Source: an optimization exercise on an open RTL-to-GDS flow (aim: small area). Production flows keep margins and buffers that such runs may drop.
Function was not checked in any run shown here: the RTL went through the layout flow alone.
No driver is modelled on the clock port, so clocking that relies on it looks cheaper here than on a real chip.

==> flow/design.v, too long to show whole: its modules and the start of the top module <==
// module div_by_3: 40 lines
// module maxer: 1810 lines
// module fa: 4 lines
// module ha: 4 lines
module maxer(
    input clk,
    input rst,
    input maxing,
    input [784-1:0] ips_gen_out,
    output reg start_ips_gen,
    output reg next_ips_gen,
    output reg maxer_valid,
    output [24-1:0] threshold
    );
  // ...
==> flow/flow/run.sh <==
#!/bin/bash
# Standard ORFS layout (the standard.sh, unchanged synthesis), with
# - the port buffers made of the smallest buffer cell instead of the default pick,
# - the buffers that synthesis put on submodule outputs removed at floorplan,
set -euo pipefail
export BUFFER_PORTS_ARGS="-buffer_cell sky130_fd_sc_hd__buf_1"
export REMOVE_ABC_BUFFERS=1
L=orfs/logs/sky130hd/maxer/base

bash standard.sh place > make_place.log 2>&1
for buf in clkbuf_4 clkbuf_8 clkbuf_16; do
  export CTS_ARGS="-sink_clustering_enable -repair_clock_nets -root_buf sky130_fd_sc_hd__$buf -buf_list sky130_fd_sc_hd__$buf -dont_use_dummy_load"
  bash standard.sh cts > make_cts_$buf.log 2>&1
  openroad -no_init -exit flow/clk_slew.tcl > clk_slew_$buf.log 2>&1
  slew=$(awk '/^CLK_SLEW_PS/ {print $2}' clk_slew_$buf.log)
  echo "clock buffers $buf: worst flip-flop clock slew ${slew} ps"
  if awk -v s="$slew" 'BEGIN { exit !(s != "" && s <= 125) }'; then break; fi
  cp $L/4_1_cts.log cts_$buf.log || true
  bash standard.sh clean_cts > make_clean_cts_$buf.log 2>&1
done
bash standard.sh finish > make_finish.log 2>&1
==> flow/flow/clk_slew.tcl <==
# Worst slew at the flip-flop clock pins of the clock tree just built.
set P $::env(FLOW_HOME)/platforms/sky130hd
read_liberty $P/lib/sky130_fd_sc_hd__tt_025C_1v80.lib
read_db orfs/results/sky130hd/maxer/base/4_cts.odb
read_sdc orfs/results/sky130hd/maxer/base/4_cts.sdc
source $P/setRC.tcl
set_propagated_clock [all_clocks]
estimate_parasitics -placement
set mx 0
foreach p [get_pins -hierarchical */CLK] {
  set s [get_property $p slew_max]
  if { $s > $mx } { set mx $s }
}
puts "CLK_SLEW_PS [expr { $mx * 1000.0 }]"
==> flow/standard.sh <==
#!/bin/bash
# synth_recipe.tcl (not shown) runs the flow's synth.tcl, then flattens the netlist and writes it again
# the make line also repeats each setting of config.mk as NAME=value (left out here)
make -C /OpenROAD-flow-scripts/flow DESIGN_CONFIG=/design/flow/config.mk WORK_HOME=/design/flow/orfs CLKGATE_MAP_FILE= SYNTH_SCRIPT=/design/flow/synth_recipe.tcl "${@:-finish}"
==> flow/config.mk <==
export PLATFORM = sky130hd
export DESIGN_NAME = maxer
export DESIGN_NICKNAME = maxer
export VERILOG_FILES = /design/flow/design.v
export SDC_FILE = /design/flow/constraint.sdc
export NUM_CORES = 4
export LEC_CHECK = 0
export CAP_MARGIN = 20
export CORE_MARGIN = 2
export CORE_UTILIZATION = 22
export GPL_TIMING_DRIVEN = 0
export SLEW_MARGIN = 20
export SYNTH_HIERARCHICAL = 1
==> flow/constraint.sdc <==
create_clock -name core_clock -period 7.0 [get_ports {clk}]
set_input_delay 1.4000 -clock core_clock [delete_from_list [all_inputs] [get_ports {clk}]]
set_output_delay 1.4000 -clock core_clock [all_outputs]
set_load 0.01 [all_outputs]
==> flow_summary.json, run 1 <==
{
  "viasPerCell": 3.822,
  "yosys.area.top_type": "fa_1",
  "grtUsageMet3_pct": 1.953,
  "cpMostUsedCell": "fa_1",
  "synth.top_cell.area_share_pct": 81.82,
  "syn-cell-area_sq_mm": 0.01862,
  "num-nonclk-buffers": 797,
  "fmax_mhz": 145.4,
  "io_pins": 814,
  "track_usage_pct": 14.48,
  "largest_reg_flops": 23,
  "nets": 3482,
  "drtAntennaViolNets": 0,
  "finalMaxSlewViolations": 0,
  "rsz0062_at_grt": "false",
  "grt_util_met2_pct": 26.15,
  "status": "finished clean",
  "post_dp_cell_area_sq_mm": 0.02291,
  "place_ws_ns": -0.4908,
  "initial_core_util_pct": 22.25,
  "ctsHoldBuffers": 0,
  "synthMuxAreaShare_pct": 0.05376,
  "seq_share_pct": 5.411,
  "critPathTopFamily": "adder cells",
  "crit_chain": "buf_1 -> fa_1 -> fa_1 -> fa_1 -> ha_1 -> fa_1 -> fa_1 -> fa_1 -> fa_1 -> fa_1 -> fa_1 -> fa_1 -> fa_1"
}
==> module div_by_3, before the edit <==
module div_by_3(
    input  [7:0] p,
    output [24-1:0] op
    );
  wire m67 = p[7] | p[6];
  wire s1746, c1747;
  fa u_s1746 (.a(p[0]), .b(p[2]), .c(p[4]), .s(s1746), .co(c1747));
  wire s1748, c1749;
  ha u_s1748 (.a(m67), .b(s1746), .s(s1748), .co(c1749));
  wire s1750, c1751;
  fa u_s1750 (.a(p[1]), .b(p[3]), .c(p[5]), .s(s1750), .co(c1751));
  wire s1752, c1753;
  fa u_s1752 (.a(p[7]), .b(c1747), .c(s1750), .s(s1752), .co(c1753));
  wire s1754, c1755;
  ha u_s1754 (.a(c1749), .b(s1752), .s(s1754), .co(c1755));
  wire s1756, c1757;
  fa u_s1756 (.a(p[2]), .b(p[4]), .c(p[6]), .s(s1756), .co(c1757));
  wire s1758, c1759;
  fa u_s1758 (.a(c1751), .b(s1756), .c(c1753), .s(s1758), .co(c1759));
  wire s1760, c1761;
  ha u_s1760 (.a(c1755), .b(s1758), .s(s1760), .co(c1761));
  wire s1762, c1763;
  fa u_s1762 (.a(p[3]), .b(p[5]), .c(p[7]), .s(s1762), .co(c1763));
  wire s1764, c1765;
  fa u_s1764 (.a(c1757), .b(s1762), .c(c1759), .s(s1764), .co(c1765));
  wire s1766, c1767;
  ha u_s1766 (.a(c1761), .b(s1764), .s(s1766), .co(c1767));
  wire s1768, c1769;
  fa u_s1768 (.a(p[4]), .b(p[6]), .c(c1763), .s(s1768), .co(c1769));
  wire s1770, c1771;
  fa u_s1770 (.a(s1768), .b(c1765), .c(c1767), .s(s1770), .co(c1771));
  wire s1772, c1773;
  fa u_s1772 (.a(p[5]), .b(p[7]), .c(c1769), .s(s1772), .co(c1773));
  wire s1774, c1775;
  ha u_s1774 (.a(s1772), .b(c1771), .s(s1774), .co(c1775));
  wire s1776, c1777;
  fa u_s1776 (.a(p[6]), .b(c1773), .c(c1775), .s(s1776), .co(c1777));
  wire x1778 = p[7] | c1777;
  assign op = {{(24-8){1'b0}}, x1778, s1776, s1774, s1770, s1766, s1760, s1754, s1748};
endmodule
==> run 2, diff against run 1 <==
--- a/flow/design.v
+++ b/flow/design.v
@@ -1,48 +1,47 @@
 `timescale 1ns/1ps
 module div_by_3(
     input  [7:0] p,
     output [24-1:0] op
     );
-  wire m67 = p[7] | p[6];
-  wire s1746, c1747;
-  fa u_s1746 (.a(p[0]), .b(p[2]), .c(p[4]), .s(s1746), .co(c1747));
-  wire s1748, c1749;
-  ha u_s1748 (.a(m67), .b(s1746), .s(s1748), .co(c1749));
-  wire s1750, c1751;
-  fa u_s1750 (.a(p[1]), .b(p[3]), .c(p[5]), .s(s1750), .co(c1751));
-  wire s1752, c1753;
-  fa u_s1752 (.a(p[7]), .b(c1747), .c(s1750), .s(s1752), .co(c1753));
-  wire s1754, c1755;
-  ha u_s1754 (.a(c1749), .b(s1752), .s(s1754), .co(c1755));
-  wire s1756, c1757;
-  fa u_s1756 (.a(p[2]), .b(p[4]), .c(p[6]), .s(s1756), .co(c1757));
-  wire s1758, c1759;
-  fa u_s1758 (.a(c1751), .b(s1756), .c(c1753), .s(s1758), .co(c1759));
-  wire s1760, c1761;
-  ha u_s1760 (.a(c1755), .b(s1758), .s(s1760), .co(c1761));
-  wire s1762, c1763;
-  fa u_s1762 (.a(p[3]), .b(p[5]), .c(p[7]), .s(s1762), .co(c1763));
-  wire s1764, c1765;
-  fa u_s1764 (.a(c1757), .b(s1762), .c(c1759), .s(s1764), .co(c1765));
-  wire s1766, c1767;
-  ha u_s1766 (.a(c1761), .b(s1764), .s(s1766), .co(c1767));
-  wire s1768, c1769;
-  fa u_s1768 (.a(p[4]), .b(p[6]), .c(c1763), .s(s1768), .co(c1769));
-  wire s1770, c1771;
-  fa u_s1770 (.a(s1768), .b(c1765), .c(c1767), .s(s1770), .co(c1771));
-  wire s1772, c1773;
-  fa u_s1772 (.a(p[5]), .b(p[7]), .c(c1769), .s(s1772), .co(c1773));
-  wire s1774, c1775;
-  ha u_s1774 (.a(s1772), .b(c1771), .s(s1774), .co(c1775));
-  wire s1776, c1777;
-  fa u_s1776 (.a(p[6]), .b(c1773), .c(c1775), .s(s1776), .co(c1777));
-  wire x1778 = p[7] | c1777;
-  assign op = {{(24-8){1'b0}}, x1778, s1776, s1774, s1770, s1766, s1760, s1754, s1748};
+  wire s1747, c1748;
+  fa u_s1747 (.a(p[0]), .b(p[2]), .c(p[4]), .s(s1747), .co(c1748));
+  wire s1749, c1750;
+  fa u_s1749 (.a(p[6]), .b(p[7]), .c(s1747), .s(s1749), .co(c1750));
+  wire s1751, c1752;
+  fa u_s1751 (.a(p[1]), .b(p[3]), .c(p[5]), .s(s1751), .co(c1752));
+  wire s1753, c1754;
+  fa u_s1753 (.a(p[7]), .b(c1748), .c(s1751), .s(s1753), .co(c1754));
+  wire s1755, c1756;
+  ha u_s1755 (.a(c1750), .b(s1753), .s(s1755), .co(c1756));
+  wire s1757, c1758;
+  fa u_s1757 (.a(p[2]), .b(p[4]), .c(p[6]), .s(s1757), .co(c1758));
+  wire s1759, c1760;
+  fa u_s1759 (.a(c1752), .b(s1757), .c(c1754), .s(s1759), .co(c1760));
+  wire s1761, c1762;
+  ha u_s1761 (.a(c1756), .b(s1759), .s(s1761), .co(c1762));
+  wire s1763, c1764;
+  fa u_s1763 (.a(p[3]), .b(p[5]), .c(p[7]), .s(s1763), .co(c1764));
+  wire s1765, c1766;
+  fa u_s1765 (.a(c1758), .b(s1763), .c(c1760), .s(s1765), .co(c1766));
+  wire s1767, c1768;
+  ha u_s1767 (.a(c1762), .b(s1765), .s(s1767), .co(c1768));
+  wire s1769, c1770;
+  fa u_s1769 (.a(p[4]), .b(p[6]), .c(c1764), .s(s1769), .co(c1770));
+  wire s1771, c1772;
+  fa u_s1771 (.a(s1769), .b(c1766), .c(c1768), .s(s1771), .co(c1772));
+  wire s1773, c1774;
+  fa u_s1773 (.a(p[5]), .b(p[7]), .c(c1770), .s(s1773), .co(c1774));
+  wire s1775, c1776;
+  ha u_s1775 (.a(s1773), .b(c1772), .s(s1775), .co(c1776));
+  wire s1777, c1778;
+  fa u_s1777 (.a(p[6]), .b(c1774), .c(c1776), .s(s1777), .co(c1778));
+  wire x1779 = p[7] | c1778;
+  assign op = {{(24-8){1'b0}}, x1779, s1777, s1775, s1771, s1767, s1761, s1755, s1749};
 endmodule
 module maxer(
     input clk,
     input rst,
     input maxing,
     input [784-1:0] ips_gen_out,
     output reg start_ips_gen,
     output reg next_ips_gen,
@@ -1732,123 +1731,108 @@
   wire s1681, c1682;
   fa u_s1681 (.a(s1673), .b(s1675), .c(c1656), .s(s1681), .co(c1682));
   wire s1683, c1684;
   fa u_s1683 (.a(c1658), .b(c1660), .c(s1677), .s(s1683), .co(c1684));
   wire s1685, c1686;
   fa u_s1685 (.a(c1662), .b(c1664), .c(s1679), .s(s1685), .co(c1686));
   wire s1687, c1688;
   fa u_s1687 (.a(c1674), .b(c1676), .c(c1678), .s(s1687), .co(c1688));
-  wire s1689, c1690;
-  fa u_s1689 (.a(c1680), .b(c1682), .c(c1684), .s(s1689), .co(c1690));
-  reg [22:0] r1;
-  wire r1_1691 = r1[0];
-  wire r1_1692 = r1[1];
-  wire r1_1693 = r1[2];
-  wire r1_1694 = r1[3];
-  wire r1_1695 = r1[4];
-  wire r1_1696 = r1[5];
-  wire r1_1697 = r1[6];
-  wire r1_1698 = r1[7];
-  wire r1_1699 = r1[8];
-  wire r1_1700 = r1[9];
-  wire r1_1701 = r1[10];
-  wire r1_1702 = r1[11];
-  wire r1_1703 = r1[12];
-  wire r1_1704 = r1[13];
-  wire r1_1705 = r1[14];
-  wire r1_1706 = r1[15];
-  wire r1_1707 = r1[16];
-  wire r1_1708 = r1[17];
-  wire r1_1709 = r1[18];
-  wire r1_1710 = r1[19];
-  wire r1_1711 = r1[20];
-  wire r1_1712 = r1[21];
-  wire r1_1713 = r1[22];
-  always @(posedge clk) r1 <= {c1690, c1688, s1689, c1686, s1687, c1672, s1685, c1670, s1683, c1668, s1681, c1666, s1671, s1669, s1667, s1629, c1588, s1627, s1625, s1587, s1543, s1501, s1499};
-  wire c1714 = r1_1691 & r1_1692;
-  wire c1715 = r1_1693 & c1714;
-  wire s1716, c1717;
-  ha u_s1716 (.a(r1_1694), .b(c1715), .s(s1716), .co(c1717));
-  wire s1718, c1719;
-  fa u_s1718 (.a(r1_1695), .b(r1_1696), .c(r1_1697), .s(s1718), .co(c1719));
-  wire s1720, c1721;
-  fa u_s1720 (.a(r1_1698), .b(s1718), .c(c1717), .s(s1720), .co(c1721));
-  wire s1722, c1723;
-  fa u_s1722 (.a(r1_1699), .b(r1_1700), .c(r1_1701), .s(s1722), .co(c1723));
-  wire s1724, c1725;
-  fa u_s1724 (.a(c1719), .b(s1722), .c(c1721), .s(s1724), .co(c1725));
-  wire s1726, c1727;
-  fa u_s1726 (.a(r1_1702), .b(r1_1703), .c(r1_1704), .s(s1726), .co(c1727));
-  wire s1728, c1729;
-  fa u_s1728 (.a(r1_1705), .b(r1_1706), .c(r1_1707), .s(s1728), .co(c1729));
-  wire s1730, c1731;
-  fa u_s1730 (.a(r1_1708), .b(c1723), .c(s1726), .s(s1730), .co(c1731));
-  wire s1732, c1733;
-  fa u_s1732 (.a(s1728), .b(s1730), .c(c1725), .s(s1732), .co(c1733));
-  wire s1734, c1735;
-  fa u_s1734 (.a(r1_1709), .b(r1_1710), .c(r1_1711), .s(s1734), .co(c1735));
-  wire s1736, c1737;
-  fa u_s1736 (.a(c1727), .b(c1729), .c(s1734), .s(s1736), .co(c1737));
-  wire s1738, c1739;
-  fa u_s1738 (.a(c1731), .b(s1736), .c(c1733), .s(s1738), .co(c1739));
-  wire s1740, c1741;
-  fa u_s1740 (.a(r1_1712), .b(r1_1713), .c(c1735), .s(s1740), .co(c1741));
-  wire s1742, c1743;
-  fa u_s1742 (.a(s1740), .b(c1737), .c(c1739), .s(s1742), .co(c1743));
-  wire s1744, c1745;
-  ha u_s1744 (.a(c1741), .b(c1743), .s(s1744), .co(c1745));
+  reg [23:0] r1;
+  wire r1_1689 = r1[0];
+  wire r1_1690 = r1[1];
+  wire r1_1691 = r1[2];
+  wire r1_1692 = r1[3];
+  wire r1_1693 = r1[4];
+  wire r1_1694 = r1[5];
+  wire r1_1695 = r1[6];
+  wire r1_1696 = r1[7];
+  wire r1_1697 = r1[8];
+  wire r1_1698 = r1[9];
+  wire r1_1699 = r1[10];
+  wire r1_1700 = r1[11];
+  wire r1_1701 = r1[12];
+  wire r1_1702 = r1[13];
+  wire r1_1703 = r1[14];
+  wire r1_1704 = r1[15];
+  wire r1_1705 = r1[16];
+  wire r1_1706 = r1[17];
+  wire r1_1707 = r1[18];
+  wire r1_1708 = r1[19];
+  wire r1_1709 = r1[20];
+  wire r1_1710 = r1[21];
+  wire r1_1711 = r1[22];
+  wire r1_1712 = r1[23];
+  always @(posedge clk) r1 <= {c1688, c1686, s1687, c1684, c1682, c1680, c1672, s1685, c1670, s1683, c1668, s1681, c1666, s1671, s1669, s1667, s1629, c1588, s1627, s1625, s1587, s1543, s1501, s1499};
+  wire c1713 = r1_1689 & r1_1690;
+  wire c1714 = r1_1691 & c1713;
+  wire s1715, c1716;
+  ha u_s1715 (.a(r1_1692), .b(c1714), .s(s1715), .co(c1716));
+  wire s1717, c1718;
+  fa u_s1717 (.a(r1_1693), .b(r1_1694), .c(r1_1695), .s(s1717), .co(c1718));
+  wire s1719, c1720;
+  fa u_s1719 (.a(r1_1696), .b(s1717), .c(c1716), .s(s1719), .co(c1720));
+  wire s1721, c1722;
+  fa u_s1721 (.a(r1_1697), .b(r1_1698), .c(r1_1699), .s(s1721), .co(c1722));
+  wire s1723, c1724;
+  fa u_s1723 (.a(c1718), .b(s1721), .c(c1720), .s(s1723), .co(c1724));
+  wire s1725, c1726;
+  fa u_s1725 (.a(r1_1700), .b(r1_1701), .c(r1_1702), .s(s1725), .co(c1726));
+  wire s1727, c1728;
+  fa u_s1727 (.a(r1_1703), .b(r1_1704), .c(r1_1705), .s(s1727), .co(c1728));
+  wire s1729, c1730;
+  fa u_s1729 (.a(r1_1706), .b(c1722), .c(s1725), .s(s1729), .co(c1730));
+  wire s1731, c1732;
+  fa u_s1731 (.a(s1727), .b(s1729), .c(c1724), .s(s1731), .co(c1732));
+  wire s1733, c1734;
+  fa u_s1733 (.a(r1_1707), .b(r1_1708), .c(r1_1709), .s(s1733), .co(c1734));
+  wire s1735, c1736;
+  fa u_s1735 (.a(r1_1710), .b(r1_1711), .c(c1726), .s(s1735), .co(c1736));
+  wire s1737, c1738;
+  fa u_s1737 (.a(c1728), .b(s1733), .c(s1735), .s(s1737), .co(c1738));
+  wire s1739, c1740;
+  fa u_s1739 (.a(c1730), .b(s1737), .c(c1732), .s(s1739), .co(c1740));
+  wire s1741, c1742;
+  fa u_s1741 (.a(r1_1712), .b(c1734), .c(c1736), .s(s1741), .co(c1742));
+  wire s1743, c1744;
+  fa u_s1743 (.a(c1738), .b(s1741), .c(c1740), .s(s1743), .co(c1744));
+  wire s1745, c1746;
+  ha u_s1745 (.a(c1742), .b(c1744), .s(s1745), .co(c1746));
   reg [7:0] tq2, tq3;
   always @(posedge clk) begin
-    tq2 <= {c1745, s1744, s1742, s1738, s1732, s1724, s1720, s1716};
+    tq2 <= {c1746, s1745, s1743, s1739, s1731, s1723, s1719, s1715};
     tq3 <= tq2;
   end
   reg [7:0] c;
   reg       m;
-  wire hi    = c[7] & c[6];
-  wire is207 = hi & c[3] & c[2] & c[1] & c[0];
-  wire is206 = hi & c[3] & c[2] & c[1] & ~c[0];
-  wire is0   = c == 8'd0;
-  wire [7:0] t;      
-  assign t[0] = maxing;
-  genvar j;
-  generate
-    for (j = 1; j < 8; j = j + 1) begin : inc
-      assign t[j] = t[j-1] & c[j-1];
-    end
-  endgenerate
-  wire w = t[4] & hi;    
   always @(posedge clk, posedge rst) begin
     if (rst) begin
       c <= 8'd0;
       m <= 1'b0;
     end else begin
       m <= maxing;
-      c <= {(c[7:6] ^ t[7:6]) & {2{~w}}, c[5] ^ t[5], c[4] ^ (t[4] & ~hi), c[3:0] ^ t[3:0]};
+      if (maxing)
+        c <= (c == 8'd207) ? 8'd0 : c + 8'd1;
     end
   end
-  wire le201 = ~hi | ~c[3] | (~c[2] & ~c[1]);
-  wire ge4   = c[7:2] != 6'd0;
-  wire le204 = ~hi | ~(c[3] & c[2]) | (~c[1] & ~c[0]);
-  wire is4   = c[7:3] == 5'd0 && c[2] && !c[1] && !c[0];
   always @(*) begin
-    start_ips_gen = m && c[7:1] == 7'd0 && c[0];
-    maxer_valid   = m && is207;
-    next_ips_gen  = !is0 && le201;
+    start_ips_gen = m && c == 8'd1;
+    maxer_valid   = m && c == 8'd207;
+    next_ips_gen  = c != 8'd0 && c <= 8'd201;
   end
   reg  [7:0] peak;
   wire [8:0] gt;     
   assign gt[0] = 1'b0;
   genvar i;
   generate
     for (i = 0; i < 8; i = i + 1) begin : cmp
       assign gt[i+1] = (tq3[i] & ~peak[i]) | (tq3[i] & gt[i]) | (~peak[i] & gt[i]);
     end
   endgenerate
-  wire load = maxing ? (ge4 && le204 && (is4 || gt[8])) : is206;
+  wire load = maxing ? (c >= 8'd4 && c <= 8'd204 && (c == 8'd4 || gt[8])) : c == 8'd206;
   always @(posedge clk)
     if (load)
       peak <= tq3 & {8{maxing}};
   div_by_3 div1(.p(peak), .op(threshold));
 endmodule
 module fa(input a, input b, input c, output s, output co);
   assign s  = a ^ b ^ c;
   assign co = (a & b) | (a & c) | (b & c);
==> flow/flow/run.sh (replaced) <==
#!/bin/bash
# Standard ORFS layout (the standard.sh, unchanged synthesis), with
# - the port buffers made of the smallest buffer cell instead of the default pick,
# - a clock tree of mid-size clock buffers and no dummy loads.
set -euo pipefail
export BUFFER_PORTS_ARGS="-buffer_cell sky130_fd_sc_hd__buf_1"
export CTS_ARGS="-sink_clustering_enable -sink_clustering_size 10 -sink_clustering_max_diameter 60 -repair_clock_nets -root_buf sky130_fd_sc_hd__clkbuf_8 -buf_list sky130_fd_sc_hd__clkbuf_8 -dont_use_dummy_load"
bash standard.sh finish > flow_make.log 2>&1
==> flow/config.mk (replaced) <==
export PLATFORM = sky130hd
export DESIGN_NAME = maxer
export DESIGN_NICKNAME = maxer
export VERILOG_FILES = /design/flow/design.v
export SDC_FILE = /design/flow/constraint.sdc
export NUM_CORES = 4
export LEC_CHECK = 0
export CAP_MARGIN = 20
export CORE_MARGIN = 2
export CORE_UTILIZATION = 22
export SLEW_MARGIN = 20
export SYNTH_HIERARCHICAL = 1
removed: flow/flow/clk_slew.tcl
==> run 2 against run 1 <==
  * Wire length rose by 3.5%
  * First-iteration DRC count up 14%
  * Synthesized cell count grew 2.4%
  * Clock skew fell by 0.014 ns
  * Utilization decreased by 0.12 points
  * Highest routed layer unchanged
  * Cell count is 1.5% higher
  * Largest cell class unchanged
  * Register-to-register slack lost 0.11 ns
==> flow_summary.json, run 2 <==
{
  "drc": 0,
  "ctsHoldBuffers": 0,
  "hpwl_mm": 63.96,
  "final_cell_mix": "buf_1 (797), fa_1 (749), ha_1 (106), dfxtp_1 (40), xor2_1 (25)",
  "grt_max_degree": 22,
  "grt_antenna_before_repair": 14,
  "drt_iter0_drc": 368,
  "cts_inserted_buffers": 9,
  "clk_latency_ns": 0.33,
  "synthFlopType": "dfxtp_1",
  "min-delay-path-class": "reg2reg",
  "start_kind": "input pin",
  "period_needed_ns": 6.854,
  "rows": 107,
  "dr.pass1.iters": 4,
  "synth_edf_count": 8,
  "mostFrequentLayoutCell": "buf_1",
  "synth.top_cells.by_count": "fa_1 (762), ha_1 (107), dfxtp_1 (40)",
  "core_sq_mm": 0.08475,
  "vias": 11585,
  "syn_avg_cell_area_sq_um": 17.76,
  "first_global_vias": 14520,
  "numClockSinks": 57,
  "final.setup_skew_ns": 0.01818,
  "yosys.area.top_type": "fa_1",
  "overflow": 0,
  "path_clk_slew_ns": 0.07,
  "syn_to_final_growth_pct": 23.92,
  "worst_ep_required_time_ns": 7.21,
  "fin_area_sq_mm": 0.02322,
  "ys_ff_latch": 57,
  "post_dp_cell_area_sq_mm": 0.02303,
  "die_x_um": 295.8,
  "io_pins": 814,
  "synthArstFlopShare_pct": 15.79,
  "viasPerCell": 3.855,
  "finalMaxSlewViolations": 0,
  "rsz0062_at_grt": "false",
  "slowest_stage": "fa_1",
  "cts_setup_buffers": 0,
  "final_util_pct": 27.40,
  "status": "finished clean",
  "fmax_mhz": 145.9,
  "cpMostUsedCell": "fa_1",
  "drtAntennaViolNets": 0,
  "track_usage_pct": 14.78,
  "crit_chain": "buf_1 -> fa_1 -> fa_1 -> fa_1 -> ha_1 -> fa_1 -> fa_1 -> fa_1 -> fa_1 -> fa_1 -> fa_1 -> fa_1 -> fa_1",
  "cts-root-buf": "clkbuf_8",
  "avgRoutedWirePerCell_um": 21.36,
  "critPathMaxFanout": 1,
  "grt_first_pass_wirelength_mm": 92.00,
  "synth.distinct_cells": 38,
  "synth_most_common_cell": "fa_1",
  "period_share_pct": 97.91,
  "place_congestion": 1.040,
  "cts_max_path_buffers": 2,
  "placed_cells": 2986,
  "hold_violations": 0,
  "finalSetupViolCount": 0,
  "port_buffers": 797,
  "largest_reg_flops": 24,
  "slew_headroom_pct": 42.28,
  "h-tree-depth": 3,
  "arrival_ns": 7.07,
  "r2r_setup_slack_ns": 3.71,
  "cts_tree": "built",
  "die_y_um": 295.8,
  "cp-end-kind": "flop",
  "slowest_delay_ns": 0.58,
  "worst_pin_slew_ns": 0.8578,
  "synth.top_cell.area_share_pct": 81.42,
  "path_buf_inv": 1,
  "seq_area_frac_synth_pct": 6.758,
  "syn-instance-count": 1055,
  "yosys_warnings": 7,
  "tns_ns": 0,
  "wl_mm": 64.18,
  "drive_above_1_share_pct": 1.513,
  "netlist_top_cells_area": "fa_1 (81%), ha_1 (7.1%), dfxtp_1 (4.3%)",
  "critical_path_class": "in2reg",
  "initial_core_util_pct": 22.11,
  "fin_cells": 3005,
  "cap_violations": 0,
  "syn-cell-area_sq_mm": 0.01874,
  "nets": 3509,
  "critPathTopFamily": "adder cells",
  "die_area_sq_mm": 0.08751,
  "regMostFlops": "r1"
}
[run 2: cell count changes after synthesis, moves of 3 or more]
cell / delta
nor2_1: +3
nand2_1: +6
o21ai_0: +6
nand2b_1: -3
nor2b_1: +4
a21oi_1: +4
[run 2: layer usage]
| metal | global-route usage, % | wire length (um) |
|---|---|---|
| met1 | 18.72 | 25630 |
| met2 | 26.45 | 33820 |
| met3 | 3.200 | 3971 |
| met4 | 1.622 | 665 |
| met5 | 0.8315 | 97 |
[run 2: path summary, 6_finish.rpt]
path                                     to      startpoint  cells past startpoint
max                          r1[10]$_DFF_P_  ips_gen_out[3]                     13
min                          tq3[6]$_DFF_P_  tq2[6]$_DFF_P_                      0
max reg2reg                  tq2[6]$_DFF_P_   r1[4]$_DFF_P_                      7
min reg2reg                  tq3[6]$_DFF_P_  tq2[6]$_DFF_P_                      0
max in group asynchronous  c[6]$_DFFE_PP0P_             rst                      2
min in group asynchronous  c[5]$_DFFE_PP0P_             rst                      2
[run 2: modules after synthesis (local to each module, per instance)]
| module | times used | cells inside | flip-flops and latches | cell area, sq um |
|---|---|---|---|---|
| maxer | 1 | 165 | 57 | 2014 |
| div_by_3 | 1 | 26 | 0 | 190.2 |
| fa | 762 | 1 | 0 | 20.02 |
| ha | 102 | 1 | 0 | 12.51 |
[run 2: through the flow]
stage / worst slack, ns / hold slack (ns)
2_1_floorplan: 0.2008 / 0.3096
6_report: 0.1463 / 0.3257
5_1_grt: 0.02191 / 0.3290
3_3_place_gp: -0.3731 / 0.3144
4_1_cts: 0.002762 / 0.3278
3_5_place_dp: -0.4541 / 0.3121
[run 2: layout make-up]
cell class                      instances  area [sq um]
Inverter                                9         33.78
Sequential cell                        57          1266
Multi-Input combinational cell        978         17340
Antenna cell                           10         25.02
Fill cell                            8816         61530
Timing Repair Buffer                  798          2999
Clock buffer                            9         123.9
Tap cell                             1144          1431
[run 2: kinds of logic after synthesis]
| kind of cell | synth area share (%) |
|---|---|
| AOI/OAI and AO/OA | 0.5343 |
| xor gates and xnor gates | 1.309 |
| adders and majority gates | 88.73 |
| buffers and inverters | 1.189 |
| DFF | 6.758 |
| muxes | 0.1069 |
| other | 0.02002 |
| and+or+nand+nor | 1.356 |
[run 2: timing repair]
action,in CTS,in global routing
resized for setup,4,10
setup endpoints to repair,2,2
pin swaps,0,1
[run 2: worst reg2reg max path: cells and delay by family (launching register included)]
kind	cells	cell delay, ns
flip-flops	1	0.32
adder cells (fa/ha/maj)	7	2.83

what the ideal ports hide:
In the flow no input, the clock included, has a driving cell. The finished layouts below were timed again as built, in two steps. Step 1 sets driving cells, clkbuf_16 on the clock port and buf_2 on the other inputs (assumed; they add their load-dependent delay and slew). Step 2, shift: input delay + t, output delay - t, t = (earliest + latest rising clock arrival at the registers) / 2. This alone moves slack from input paths to output paths. a / b / c = ideal ports / drivers / drivers and shift; a / b = the first two.
run | t, ns | setup WS [ns] | worst register clock-pin slew, ns
run 1 | 0.358 | 0.121 / 0.129 / -0.229 | 0.11 / 0.11
run 2 | 0.362 | 0.146 / 0.152 / -0.210 | 0.07 / 0.07
Met with ideal ports but missed after step 2: setup timing in run 1 and run 2. The setup slack of run 2, which loses most, moves by +0.006 ns with the drivers and by -0.356 ns with both steps.
